What follows belongs to an exercise in optimizing a design on an open flow for small area and a short achievable clock period; a production flow would make more cautious choices. The RTL was checked by simulation tests, not by an equivalence proof against the original design. Power is estimated from default activity; no workload was simulated.

==> inputs of run a <==
## Processor
module Processor(clk, rst, interrupt, in_port, imem_addr, imem_data, dmem_re, dmem_we, dmem_addr, dmem_wdata, dmem_rdata, out_valid, out_port);
    input clk, rst, interrupt;
    input [15:0] in_port;
    output [31:0] imem_addr;
    input  [15:0] imem_data;
    output dmem_re, dmem_we;
    output [10:0] dmem_addr;
    output [15:0] dmem_wdata;
    input  [15:0] dmem_rdata;
    output out_valid;
    output [15:0] out_port;
    reg [31:0] pc;
    reg [31:0] ret;           
    reg [15:0] sp;
    reg        fC, fN, fZ;    
    reg        zpend;         
    reg [1:0]  int_st;
    reg [2:0]  ret_st, reti_st;
    reg [15:0] rf [0:7];
    reg        fd_int;
    reg [15:0] fd_instr;
    reg [31:0] fd_pc;         
    reg        de_mr, de_mw;
    reg [1:0]  de_as;
    reg [2:0]  de_ds;
    reg [1:0]  de_bt;
    reg        de_call;
    reg        de_sum, de_pass, de_not, de_or, de_and, de_shl, de_shr;
    reg        de_yuse, de_yinv, de_yones, de_cin;
    reg        de_fcout, de_fncout, de_fsetc, de_fkeep;
    reg        de_fe;
    reg        de_spw, de_fw, de_wbsel, de_rw;
    reg [1:0]  de_plh;
    reg        de_out;
    reg        de_fa, de_fb;  
    reg [15:0] de_x, de_y;    
    reg [3:0]  de_sh;
    reg [2:0]  de_dst;
    reg        em_re, em_we;
    reg [10:0] em_addr;
    reg [15:0] em_wd;
    reg [15:0] em_alu;
    reg        em_spw, em_fw, em_wbsel, em_rw;
    reg [1:0]  em_plh;
    reg [2:0]  em_dst;
  ...
make LEC_CHECK=0 CAP_MARGIN=20 CORE_MARGIN=2 CORE_UTILIZATION=40 PLACE_DENSITY=0.6 SLEW_MARGIN=20 finish   # period 12.0 ns
run.sh (not shown) runs the stock make flow with config.mk's settings and CLKGATE_MAP_FILE= SYNTH_SCRIPT=/design/flow/synth_recipe.tcl, a recipe that flattens the netlist after the stock synthesis.
==> run b: changes against run a <==
--- a/flow/design.v
+++ b/flow/design.v
@@ -8,11 +8,11 @@
     output [15:0] dmem_wdata;
     input  [15:0] dmem_rdata;
     output out_valid;
     output [15:0] out_port;
     reg [31:0] pc;
-    reg [31:0] ret;           
+    reg [15:0] ret_hi;        
     reg [15:0] sp;
     reg        fC, fN, fZ;    
     reg        zpend;         
     reg [1:0]  int_st;
     reg [2:0]  ret_st, reti_st;
@@ -152,43 +152,37 @@
     wire hazard_pop = (ret_st == 3'd0) && (reti_st == 3'd0);
     wire load_use = de_mr && ((de_dst == f_src) || (de_dst == f_dst)) && hazard_pop;
     wire sel = BRANCH || load_use;
     wire special = |int_st || fd_int || |ret_st || |reti_st || de_call || opcode == 6'b100110 || opcode == 6'b100111;
     wire swap = !special && (opcode == 6'b000011 || opcode == 6'b000100 || opcode == 6'b000101 || opcode == 6'b001100);
-    wire [15:0] rs = rf[f_src];
+    wire [2:0]  xa = swap ? f_dst : f_src;
+    wire [15:0] rx = rf[xa];
     wire [15:0] ry = rf[f_dst];
-    wire spw_c = WBc[5];
-    wire xf_em = ((swap ? f_dst == de_dst : f_src == de_dst) && de_rw) || (spw_c && de_spw);
-    wire xf_mw = (swap ? f_dst == em_dst : f_src == em_dst) && em_rw;
-    wire xf_sp = spw_c && em_spw;
-    wire y_raw = (EXc[11:10] != 2'b00) || (MEMc[2:0] >= 3'd3);
+    wire sp_op = special || opcode == 6'b111100 || opcode == 6'b110001 || opcode == 6'b100101;
+    wire spw_c = sp_op;
+    wire xf_em = (xa == de_dst && de_rw) || (spw_c && de_spw);
+    wire xf_mw = xa == em_dst && em_rw;
+    wire y_raw = special || opcode == 6'b100000 || opcode == 6'b100001 || opcode == 6'b100010 || opcode == 6'b100101;
     wire yf_em = f_dst == de_dst && de_rw && !y_raw;
     wire yf_mw = f_dst == em_dst && em_rw && !y_raw;
     reg [15:0] x_in;
     always @(*) begin
         if (xf_mw) x_in = wdn;
-        else if (xf_sp) x_in = em_alu;
-        else if (swap) x_in = ry;
-        else case (EXc[4:3])
-            2'b00: x_in = rs;
-            2'b01: x_in = fd_pc[15:0];
-            2'b10: x_in = imem_data;
-            default: x_in = sp;
-        endcase
+        else if (sp_op) x_in = sp_n;                         
+        else if (opcode == 6'b110011) x_in = fd_pc[15:0];    
+        else if (opcode == 6'b010010) x_in = imem_data;      
+        else x_in = rx;
     end
     wire [3:0] aop = EXc[8:5];
     wire aen = EXc[0] && !sel;
     wire c_sum = aen && (aop <= 4'd3 || aop == 4'd13 || aop == 4'd14);
-    wire [31:0] fd_pcp = fd_pc + 32'd1;
     reg [15:0] y_in;
     always @(*) begin
         if (yf_mw) y_in = wdn;
         else case (MEMc[2:0])
-            3'd3: y_in = fd_pc[31:16];
-            3'd4: y_in = fd_pc[15:0];
-            3'd5: y_in = fd_pcp[31:16];
-            3'd6: y_in = fd_pcp[15:0];
+            3'd3, 3'd5: y_in = fd_pc[31:16];
+            3'd4, 3'd6: y_in = fd_pc[15:0];
             default: y_in = ry;
         endcase
     end
     wire [15:0] X = de_fa ? em_alu : de_x;
     wire [15:0] Y = de_fb ? em_alu : de_y;
@@ -237,54 +231,41 @@
             2'd2: addr_n = sum[10:0];    
             default: addr_n = X[10:0];
         endcase
         case (de_ds)
             3'd0: wd_n = X;
-            3'd1: wd_n = Y;
             3'd2: wd_n = {13'b0, fC, fN, Z};
-            default: wd_n = de_y;
+            default: wd_n = Y;
         endcase
     end
+    wire [31:0] pc_plus = pc + 32'd1;
     reg [31:0] pc_in;
     always @(*) begin
         if (BRANCH) pc_in = {16'b0, de_y};
         else case (jsel)
-            2'd0: pc_in = pc + 32'd1;
+            2'd0: pc_in = pc_plus;
             2'd1: pc_in = {16'b0, ry};
             2'd2: pc_in = 32'b0;
-            default: pc_in = ret;
+            default: pc_in = {ret_hi, mw_wd};
         endcase
     end
     wire pc_en = pcE && !load_use;
     wire fd_en = fdE && !load_use;
     wire [15:0] instr = (flush || BRANCH) ? 16'b0 : imem_data;
     assign imem_addr = pc;
     always @(posedge clk) begin
         if (rst) begin
             pc <= 32'd32;
-            ret[31:16] <= 16'b0;
-            sp <= 16'd2047;
-            fC <= 1'b0; fN <= 1'b0; fZ <= 1'b0; zpend <= 1'b0;
             int_st <= 2'b0; ret_st <= 3'b0; reti_st <= 3'b0;
             fd_int <= 1'b0; fd_instr[15:10] <= 6'b0;
             de_mr <= 1'b0; de_mw <= 1'b0; de_bt <= 2'b0; de_call <= 1'b0; de_fe <= 1'b0;
             de_spw <= 1'b0; de_fw <= 1'b0; de_wbsel <= 1'b0; de_rw <= 1'b0; de_plh <= 2'b0; de_out <= 1'b0;
             em_re <= 1'b0; em_we <= 1'b0; em_spw <= 1'b0; em_fw <= 1'b0; em_wbsel <= 1'b0; em_rw <= 1'b0;
             em_plh <= 2'b0; em_out <= 1'b0;
             mw_fw <= 1'b0; mw_out <= 1'b0;
         end else begin
             if (pc_en) pc <= pc_in;
-            if (em_plh == 2'b10) ret[31:16] <= wdn;
-            sp <= sp_n;
-            if (em_fw) begin
-                {fC, fN, fZ} <= wdn[2:0];
-                zpend <= 1'b0;
-            end else begin
-                if (alu_fw) begin fC <= aC; fN <= aN; end
-                fZ <= Z;
-                zpend <= alu_fw && !de_fkeep;
-            end
             int_st <= int_n; ret_st <= ret_n; reti_st <= reti_n;
             if (fd_en) begin
                 fd_int <= interrupt;
                 fd_instr[15:10] <= instr[15:10];
             end
@@ -304,21 +285,42 @@
             em_spw <= de_spw; em_fw <= de_fw; em_wbsel <= de_wbsel; em_rw <= de_rw;
             em_plh <= de_plh; em_out <= de_out;
             mw_fw <= em_fw; mw_out <= em_out;
         end
     end
-    wire [15:0] rf_d = rst ? 16'b0 : wdn;
-    wire [7:0]  rf_we = rst ? 8'hff : (em_rw ? (8'b1 << em_dst) : 8'b0);
+    reg rst_q;
+    always @(posedge clk) rst_q <= rst;
+    always @(posedge clk) begin
+        if (rst_q) begin
+            ret_hi <= 16'b0;
+            sp <= 16'd2047;
+            fC <= 1'b0; fN <= 1'b0; fZ <= 1'b0; zpend <= 1'b0;
+        end else begin
+            if (em_plh == 2'b10) ret_hi <= wdn;
+            sp <= sp_n;
+            if (em_fw) begin
+                {fC, fN, fZ} <= wdn[2:0];
+                zpend <= 1'b0;
+            end else begin
+                if (alu_fw) begin fC <= aC; fN <= aN; end
+                fZ <= Z;
+                zpend <= alu_fw && !de_fkeep;
+            end
+        end
+    end
+    wire [15:0] rf_d = rst_q ? 16'b0 : wdn;
+    wire [7:0]  rf_we = rst_q ? 8'hff : (em_rw ? (8'b1 << em_dst) : 8'b0);
     integer ri;
     always @(posedge clk)
         for (ri = 0; ri < 8; ri = ri + 1)
             if (rf_we[ri]) rf[ri] <= rf_d;
     always @(posedge clk) begin
-        if (em_plh == 2'b11) ret[15:0] <= wdn;
         if (fd_en) begin
             fd_instr[9:0] <= instr[9:0];
-            fd_pc <= {pc[31:16], (interrupt || instr[15:10] == 6'b100101) ? pc[15:0] : in_port};
+            if (interrupt) fd_pc <= pc;
+            else if (imem_data[15:10] == 6'b100101) fd_pc <= pc_plus;    
+            else fd_pc <= {pc[31:16], in_port};
         end
         de_sum <= c_sum;
         de_pass <= aen && (aop == 4'd4 || aop == 4'd12);
         de_not <= aen && aop == 4'd5;
         de_or <= aen && aop == 4'd6;
==> flow/flow/run.sh (new file) <==
#!/bin/bash
# Own layout flow: the standard layout (standard.sh) with
#  - port buffers of buf_2 cells instead of the default delay-buffer cells,
#  - repair_timing aiming for a setup slack of SETUP_MARGIN ns at the design's clock period.
# Each tool's full output goes to a log file in the work folder.
set -euo pipefail
WORK=$(cd "$(dirname "$0")/.." && pwd)
cd "$WORK"
SETUP_MARGIN=$(cat flow/setup_margin.txt)
ORIG=$(grep -o "SYNTH_SCRIPT=[^ ]*" standard.sh | head -1 | cut -d= -f2- | tr -d "'")
test -f "$ORIG"
cat > "$WORK/synth_abc.tcl" <<EOT
proc abc {args} {
  set i [lsearch -exact \$args -script]
  if { \$i >= 0 } {
    lset args [expr {\$i + 1}] $WORK/flow/abc_area_delay.script
  }
  yosys abc {*}\$args
}
source $ORIG
EOT
sed -e "s#SYNTH_SCRIPT=[^ ]*#SYNTH_SCRIPT=$WORK/synth_abc.tcl #" standard.sh > flow_standard.sh
grep -q "SYNTH_SCRIPT=$WORK/synth_abc.tcl" flow_standard.sh
bash flow_standard.sh \
  "BUFFER_PORTS_ARGS=-buffer_cell sky130_fd_sc_hd__buf_2" \
  "SETUP_SLACK_MARGIN=$SETUP_MARGIN" \
  finish > "$WORK/flow_make.log" 2>&1
test -f out/final.def
==> flow/flow/abc_area_delay.script (new file) <==
&get -n
&st
&dch
&nf
&put
buffer -c
topo
stime -c
upsize -c
dnsize -c
==> flow/flow/setup_margin.txt (new file) <==
8.3
==> flow/standard.sh (new file) <==
#!/bin/bash
# synth_recipe.tcl (not shown) runs the flow's synth.tcl, then flattens the netlist and writes it again
# the make line also repeats each setting of config.mk as NAME=value (left out here)
make -C /OpenROAD-flow-scripts/flow DESIGN_CONFIG=/design/flow/config.mk WORK_HOME=/design/flow/orfs CLKGATE_MAP_FILE= SYNTH_SCRIPT=/design/flow/synth_recipe.tcl "${@:-finish}"
CTS_CLUSTER_DIAMETER = 100   (was not set)
CTS_CLUSTER_SIZE = 20   (was not set)
removed: flow/run.sh
==> run c: changes against run a <==
--- a/flow/design.v
+++ b/flow/design.v
@@ -8,16 +8,17 @@
     output [15:0] dmem_wdata;
     input  [15:0] dmem_rdata;
     output out_valid;
     output [15:0] out_port;
     reg [31:0] pc;
-    reg [31:0] ret;           
+    reg [15:0] ret_hi;        
     reg [15:0] sp;
     reg        fC, fN, fZ;    
     reg        zpend;         
     reg [1:0]  int_st;
     reg [2:0]  ret_st, reti_st;
+    reg        in_seq;        
     reg [15:0] rf [0:7];
     reg        fd_int;
     reg [15:0] fd_instr;
     reg [31:0] fd_pc;         
     reg        de_mr, de_mw;
@@ -25,11 +26,11 @@
     reg [2:0]  de_ds;
     reg [1:0]  de_bt;
     reg        de_call;
     reg        de_sum, de_pass, de_not, de_or, de_and, de_shl, de_shr;
     reg        de_yuse, de_yinv, de_yones, de_cin;
-    reg        de_fcout, de_fncout, de_fsetc, de_fkeep;
+    reg        de_fsetc, de_fkeep;
     reg        de_fe;
     reg        de_spw, de_fw, de_wbsel, de_rw;
     reg [1:0]  de_plh;
     reg        de_out;
     reg        de_fa, de_fb;  
@@ -150,45 +151,39 @@
     assign reti_n[1] = cu_t9 | cu_t10;
     assign reti_n[2] = cu_t12 | cu_t13;
     wire hazard_pop = (ret_st == 3'd0) && (reti_st == 3'd0);
     wire load_use = de_mr && ((de_dst == f_src) || (de_dst == f_dst)) && hazard_pop;
     wire sel = BRANCH || load_use;
-    wire special = |int_st || fd_int || |ret_st || |reti_st || de_call || opcode == 6'b100110 || opcode == 6'b100111;
-    wire swap = !special && (opcode == 6'b000011 || opcode == 6'b000100 || opcode == 6'b000101 || opcode == 6'b001100);
-    wire [15:0] rs = rf[f_src];
+    wire special = in_seq || opcode == 6'b100110 || opcode == 6'b100111;
+    wire swap = !in_seq && (opcode == 6'b000011 || opcode == 6'b000100 || opcode == 6'b000101 || opcode == 6'b001100);
+    wire [2:0]  xa = swap ? f_dst : f_src;
+    wire [15:0] rx = rf[xa];
     wire [15:0] ry = rf[f_dst];
-    wire spw_c = WBc[5];
-    wire xf_em = ((swap ? f_dst == de_dst : f_src == de_dst) && de_rw) || (spw_c && de_spw);
-    wire xf_mw = (swap ? f_dst == em_dst : f_src == em_dst) && em_rw;
-    wire xf_sp = spw_c && em_spw;
-    wire y_raw = (EXc[11:10] != 2'b00) || (MEMc[2:0] >= 3'd3);
+    wire sp_op = special || opcode == 6'b111100 || opcode == 6'b110001 || opcode == 6'b100101;
+    wire spw_c = sp_op;
+    wire xf_em = (xa == de_dst && de_rw) || (spw_c && de_spw);
+    wire xf_mw = xa == em_dst && em_rw;
+    wire y_raw = special || opcode == 6'b100000 || opcode == 6'b100001 || opcode == 6'b100010 || opcode == 6'b100101;
     wire yf_em = f_dst == de_dst && de_rw && !y_raw;
     wire yf_mw = f_dst == em_dst && em_rw && !y_raw;
     reg [15:0] x_in;
     always @(*) begin
         if (xf_mw) x_in = wdn;
-        else if (xf_sp) x_in = em_alu;
-        else if (swap) x_in = ry;
-        else case (EXc[4:3])
-            2'b00: x_in = rs;
-            2'b01: x_in = fd_pc[15:0];
-            2'b10: x_in = imem_data;
-            default: x_in = sp;
-        endcase
+        else if (sp_op) x_in = sp_n;                         
+        else if (opcode == 6'b110011) x_in = fd_pc[15:0];    
+        else if (opcode == 6'b010010) x_in = imem_data;      
+        else x_in = rx;
     end
     wire [3:0] aop = EXc[8:5];
     wire aen = EXc[0] && !sel;
     wire c_sum = aen && (aop <= 4'd3 || aop == 4'd13 || aop == 4'd14);
-    wire [31:0] fd_pcp = fd_pc + 32'd1;
     reg [15:0] y_in;
     always @(*) begin
         if (yf_mw) y_in = wdn;
         else case (MEMc[2:0])
-            3'd3: y_in = fd_pc[31:16];
-            3'd4: y_in = fd_pc[15:0];
-            3'd5: y_in = fd_pcp[31:16];
-            3'd6: y_in = fd_pcp[15:0];
+            3'd3, 3'd5: y_in = fd_pc[31:16];
+            3'd4, 3'd6: y_in = fd_pc[15:0];
             default: y_in = ry;
         endcase
     end
     wire [15:0] X = de_fa ? em_alu : de_x;
     wire [15:0] Y = de_fb ? em_alu : de_y;
@@ -224,12 +219,13 @@
     wire [16:0] sh_out = {sh_in, 1'b0} >> de_sh;    
     wire [15:0] sh = sh_out[16:1];
     wire [15:0] res = ({16{de_sum}} & sum[15:0]) | ({16{de_pass}} & X) | ({16{de_not}} & ~X)
                     | ({16{de_or}} & (X | Y)) | ({16{de_and}} & (X & Y))
                     | ({16{de_shl}} & rev16(sh)) | ({16{de_shr}} & sh);
-    wire aC = (de_fcout & sum[16]) | (de_shl & X[15]) | (de_shr & X[0]) | de_fsetc;
-    wire aN = (de_fncout & ~sum[16]) | (de_shl & sh_out[0]) | (de_fkeep & fN);
+    wire sub_like = de_yinv | de_yones;
+    wire aC = (de_sum & ~sub_like & sum[16]) | (de_shl & X[15]) | (de_shr & X[0]) | de_fsetc;
+    wire aN = (de_sum & sub_like & ~sum[16]) | (de_shl & sh_out[0]) | (de_fkeep & fN);
     wire alu_fw = de_fe && !mw_fw;    
     reg [10:0] addr_n;
     reg [15:0] wd_n;
     always @(*) begin
         case (de_as)
@@ -237,55 +233,43 @@
             2'd2: addr_n = sum[10:0];    
             default: addr_n = X[10:0];
         endcase
         case (de_ds)
             3'd0: wd_n = X;
-            3'd1: wd_n = Y;
             3'd2: wd_n = {13'b0, fC, fN, Z};
-            default: wd_n = de_y;
+            default: wd_n = Y;
         endcase
     end
+    wire [31:0] pc_plus = pc + 32'd1;
     reg [31:0] pc_in;
     always @(*) begin
         if (BRANCH) pc_in = {16'b0, de_y};
         else case (jsel)
-            2'd0: pc_in = pc + 32'd1;
+            2'd0: pc_in = pc_plus;
             2'd1: pc_in = {16'b0, ry};
             2'd2: pc_in = 32'b0;
-            default: pc_in = ret;
+            default: pc_in = {ret_hi, mw_wd};
         endcase
     end
     wire pc_en = pcE && !load_use;
     wire fd_en = fdE && !load_use;
     wire [15:0] instr = (flush || BRANCH) ? 16'b0 : imem_data;
     assign imem_addr = pc;
     always @(posedge clk) begin
         if (rst) begin
             pc <= 32'd32;
-            ret[31:16] <= 16'b0;
-            sp <= 16'd2047;
-            fC <= 1'b0; fN <= 1'b0; fZ <= 1'b0; zpend <= 1'b0;
-            int_st <= 2'b0; ret_st <= 3'b0; reti_st <= 3'b0;
+            int_st <= 2'b0; ret_st <= 3'b0; reti_st <= 3'b0; in_seq <= 1'b0;
             fd_int <= 1'b0; fd_instr[15:10] <= 6'b0;
             de_mr <= 1'b0; de_mw <= 1'b0; de_bt <= 2'b0; de_call <= 1'b0; de_fe <= 1'b0;
             de_spw <= 1'b0; de_fw <= 1'b0; de_wbsel <= 1'b0; de_rw <= 1'b0; de_plh <= 2'b0; de_out <= 1'b0;
             em_re <= 1'b0; em_we <= 1'b0; em_spw <= 1'b0; em_fw <= 1'b0; em_wbsel <= 1'b0; em_rw <= 1'b0;
             em_plh <= 2'b0; em_out <= 1'b0;
             mw_fw <= 1'b0; mw_out <= 1'b0;
         end else begin
             if (pc_en) pc <= pc_in;
-            if (em_plh == 2'b10) ret[31:16] <= wdn;
-            sp <= sp_n;
-            if (em_fw) begin
-                {fC, fN, fZ} <= wdn[2:0];
-                zpend <= 1'b0;
-            end else begin
-                if (alu_fw) begin fC <= aC; fN <= aN; end
-                fZ <= Z;
-                zpend <= alu_fw && !de_fkeep;
-            end
             int_st <= int_n; ret_st <= ret_n; reti_st <= reti_n;
+            in_seq <= |int_n || |ret_n || |reti_n || (fd_en ? interrupt : fd_int) || (!sel && EXc[9]);
             if (fd_en) begin
                 fd_int <= interrupt;
                 fd_instr[15:10] <= instr[15:10];
             end
             de_mr <= sel ? 1'b0 : MEMc[6];
@@ -304,21 +288,41 @@
             em_spw <= de_spw; em_fw <= de_fw; em_wbsel <= de_wbsel; em_rw <= de_rw;
             em_plh <= de_plh; em_out <= de_out;
             mw_fw <= em_fw; mw_out <= em_out;
         end
     end
-    wire [15:0] rf_d = rst ? 16'b0 : wdn;
-    wire [7:0]  rf_we = rst ? 8'hff : (em_rw ? (8'b1 << em_dst) : 8'b0);
+    reg rst_q;
+    always @(posedge clk) rst_q <= rst;
+    always @(posedge clk) begin
+        if (rst_q) begin
+            ret_hi <= 16'b0;
+            sp <= 16'd2047;
+            fC <= 1'b0; fN <= 1'b0; fZ <= 1'b0; zpend <= 1'b0;
+        end else begin
+            if (em_plh == 2'b10) ret_hi <= wdn;
+            sp <= sp_n;
+            if (em_fw) begin
+                {fC, fN, fZ} <= wdn[2:0];
+                zpend <= 1'b0;
+            end else begin
+                if (alu_fw) begin fC <= aC; fN <= aN; end
+                fZ <= Z;
+                zpend <= alu_fw && !de_fkeep;
+            end
+        end
+    end
+    wire [15:0] rf_d = rst_q ? 16'b0 : wdn;
+    wire [7:0]  rf_we = rst_q ? 8'hff : (em_rw ? (8'b1 << em_dst) : 8'b0);
     integer ri;
     always @(posedge clk)
         for (ri = 0; ri < 8; ri = ri + 1)
             if (rf_we[ri]) rf[ri] <= rf_d;
     always @(posedge clk) begin
-        if (em_plh == 2'b11) ret[15:0] <= wdn;
         if (fd_en) begin
             fd_instr[9:0] <= instr[9:0];
-            fd_pc <= {pc[31:16], (interrupt || instr[15:10] == 6'b100101) ? pc[15:0] : in_port};
+            if (interrupt) fd_pc <= pc;
+            else fd_pc <= {pc_plus[31:16], imem_data[14] ? in_port : pc_plus[15:0]};
         end
         de_sum <= c_sum;
         de_pass <= aen && (aop == 4'd4 || aop == 4'd12);
         de_not <= aen && aop == 4'd5;
         de_or <= aen && aop == 4'd6;
@@ -327,12 +331,10 @@
         de_shr <= aen && aop == 4'd9;
         de_yuse <= aop == 4'd2 || aop == 4'd3;
         de_yinv <= aop == 4'd3;
         de_yones <= aop == 4'd1 || aop == 4'd14;
         de_cin <= aop == 4'd0 || aop == 4'd3 || aop == 4'd13;
-        de_fcout <= aop == 4'd0 || aop == 4'd2;
-        de_fncout <= aop == 4'd1 || aop == 4'd3;
         de_fsetc <= aop == 4'd10;
         de_fkeep <= aop == 4'd10 || aop == 4'd11;
         de_fa <= xf_em; de_fb <= yf_em;
         de_x <= x_in; de_y <= y_in; de_sh <= f_sh; de_dst <= f_dst;
         de_as <= MEMc[4:3]; de_ds <= MEMc[2:0];
==> flow/flow/run.sh (new file) <==
#!/bin/bash
# Own layout flow: the standard layout (standard.sh) with
#  - port buffers of buf_2 cells instead of the default delay-buffer cells,
#  - repair_timing aiming for a setup slack of SETUP_MARGIN ns at the design's clock period.
# Each tool's full output goes to a log file in the work folder.
set -euo pipefail
WORK=$(cd "$(dirname "$0")/.." && pwd)
cd "$WORK"
SETUP_MARGIN=$(cat flow/setup_margin.txt)
ORIG=$(grep -o "SYNTH_SCRIPT=[^ ]*" standard.sh | head -1 | cut -d= -f2- | tr -d "'")
test -f "$ORIG"
cat > "$WORK/synth_abc.tcl" <<EOT
proc abc {args} {
  set i [lsearch -exact \$args -script]
  if { \$i >= 0 } {
    lset args [expr {\$i + 1}] $WORK/flow/abc_area_delay.script
  }
  yosys abc {*}\$args
}
source $ORIG
EOT
sed -e "s#SYNTH_SCRIPT=[^ ]*#SYNTH_SCRIPT=$WORK/synth_abc.tcl #" standard.sh > flow_standard.sh
grep -q "SYNTH_SCRIPT=$WORK/synth_abc.tcl" flow_standard.sh
bash flow_standard.sh \
  "BUFFER_PORTS_ARGS=-buffer_cell sky130_fd_sc_hd__buf_2" \
  "SETUP_SLACK_MARGIN=$SETUP_MARGIN" \
  finish > "$WORK/flow_make.log" 2>&1
test -f out/final.def
==> flow/flow/abc_area_delay.script (new file) <==
&get -n
&st
&dch
&nf
&put
buffer -c
topo
stime -c
upsize -c
dnsize -c
==> flow/flow/setup_margin.txt (new file) <==
8.4
==> flow/standard.sh (new file) <==
#!/bin/bash
# synth_recipe.tcl (not shown) runs the flow's synth.tcl, then flattens the netlist and writes it again
# the make line also repeats each setting of config.mk as NAME=value (left out here)
make -C /OpenROAD-flow-scripts/flow DESIGN_CONFIG=/design/flow/config.mk WORK_HOME=/design/flow/orfs CLKGATE_MAP_FILE= SYNTH_SCRIPT=/design/flow/synth_recipe.tcl "${@:-finish}"
CTS_CLUSTER_DIAMETER = 100   (was not set)
CTS_CLUSTER_SIZE = 20   (was not set)
removed: flow/run.sh
==> comparison <==
First-iteration DRC count, lowest first: run b, run a, run c.
Core utilization, lowest first: run b, run c, run a.
Synthesized cell count: run c < run b < run a.
Against run a, the flip-flop and latch count of run b is lower by 15.
Clock power: run c < run b < run a.
Cell count: run c is smaller than run a (9.9%).
Run b completed without violations. Run a finished clean. Run c completed without violations.
Global-route usage: run b is lower than run c (2.6 points).
Against run b, the non-clock buffer count of run c is higher by 32.

-- port drivers added, routing unchanged --
No port has a modelled driver above. Below, the same layouts with a new extraction and two added sets of constraints.
Step 1 sets driving cells, clkbuf_16 on the clock port and buf_2 on the other inputs (assumed; they add their load-dependent delay and slew).
Step 2 adds t to the input delays and takes it off the output delays; t is the mean of the earliest and latest rising clock arrival at the registers after step 1. Input paths then give back, and output paths get back, about the clock's delay inside the block.
a / b / c = ideal ports / drivers / drivers and shift; a / b = the first two.
run | t (ns) | setup slack, ns | worst hold slack (ns) | worst setup path at the end | worst slew at a driven data input, ns
run a | 0.671 | 7.310 / 7.310 / 7.119 | 0.339 / 0.339 / 0.339 | input to register | 0.04
run b | 0.651 | 8.283 / 8.266 / 7.891 | 0.345 / 0.345 / 0.345 | input to register | 0.04
run c | 0.653 | 8.418 / 8.356 / 7.879 | 0.345 / 0.345 / 0.345 | input to register | 0.05
After both steps every run listed still meets setup and hold. The setup slack of run c, which loses most, moves by -0.062 ns with the drivers and by -0.539 ns with both steps.
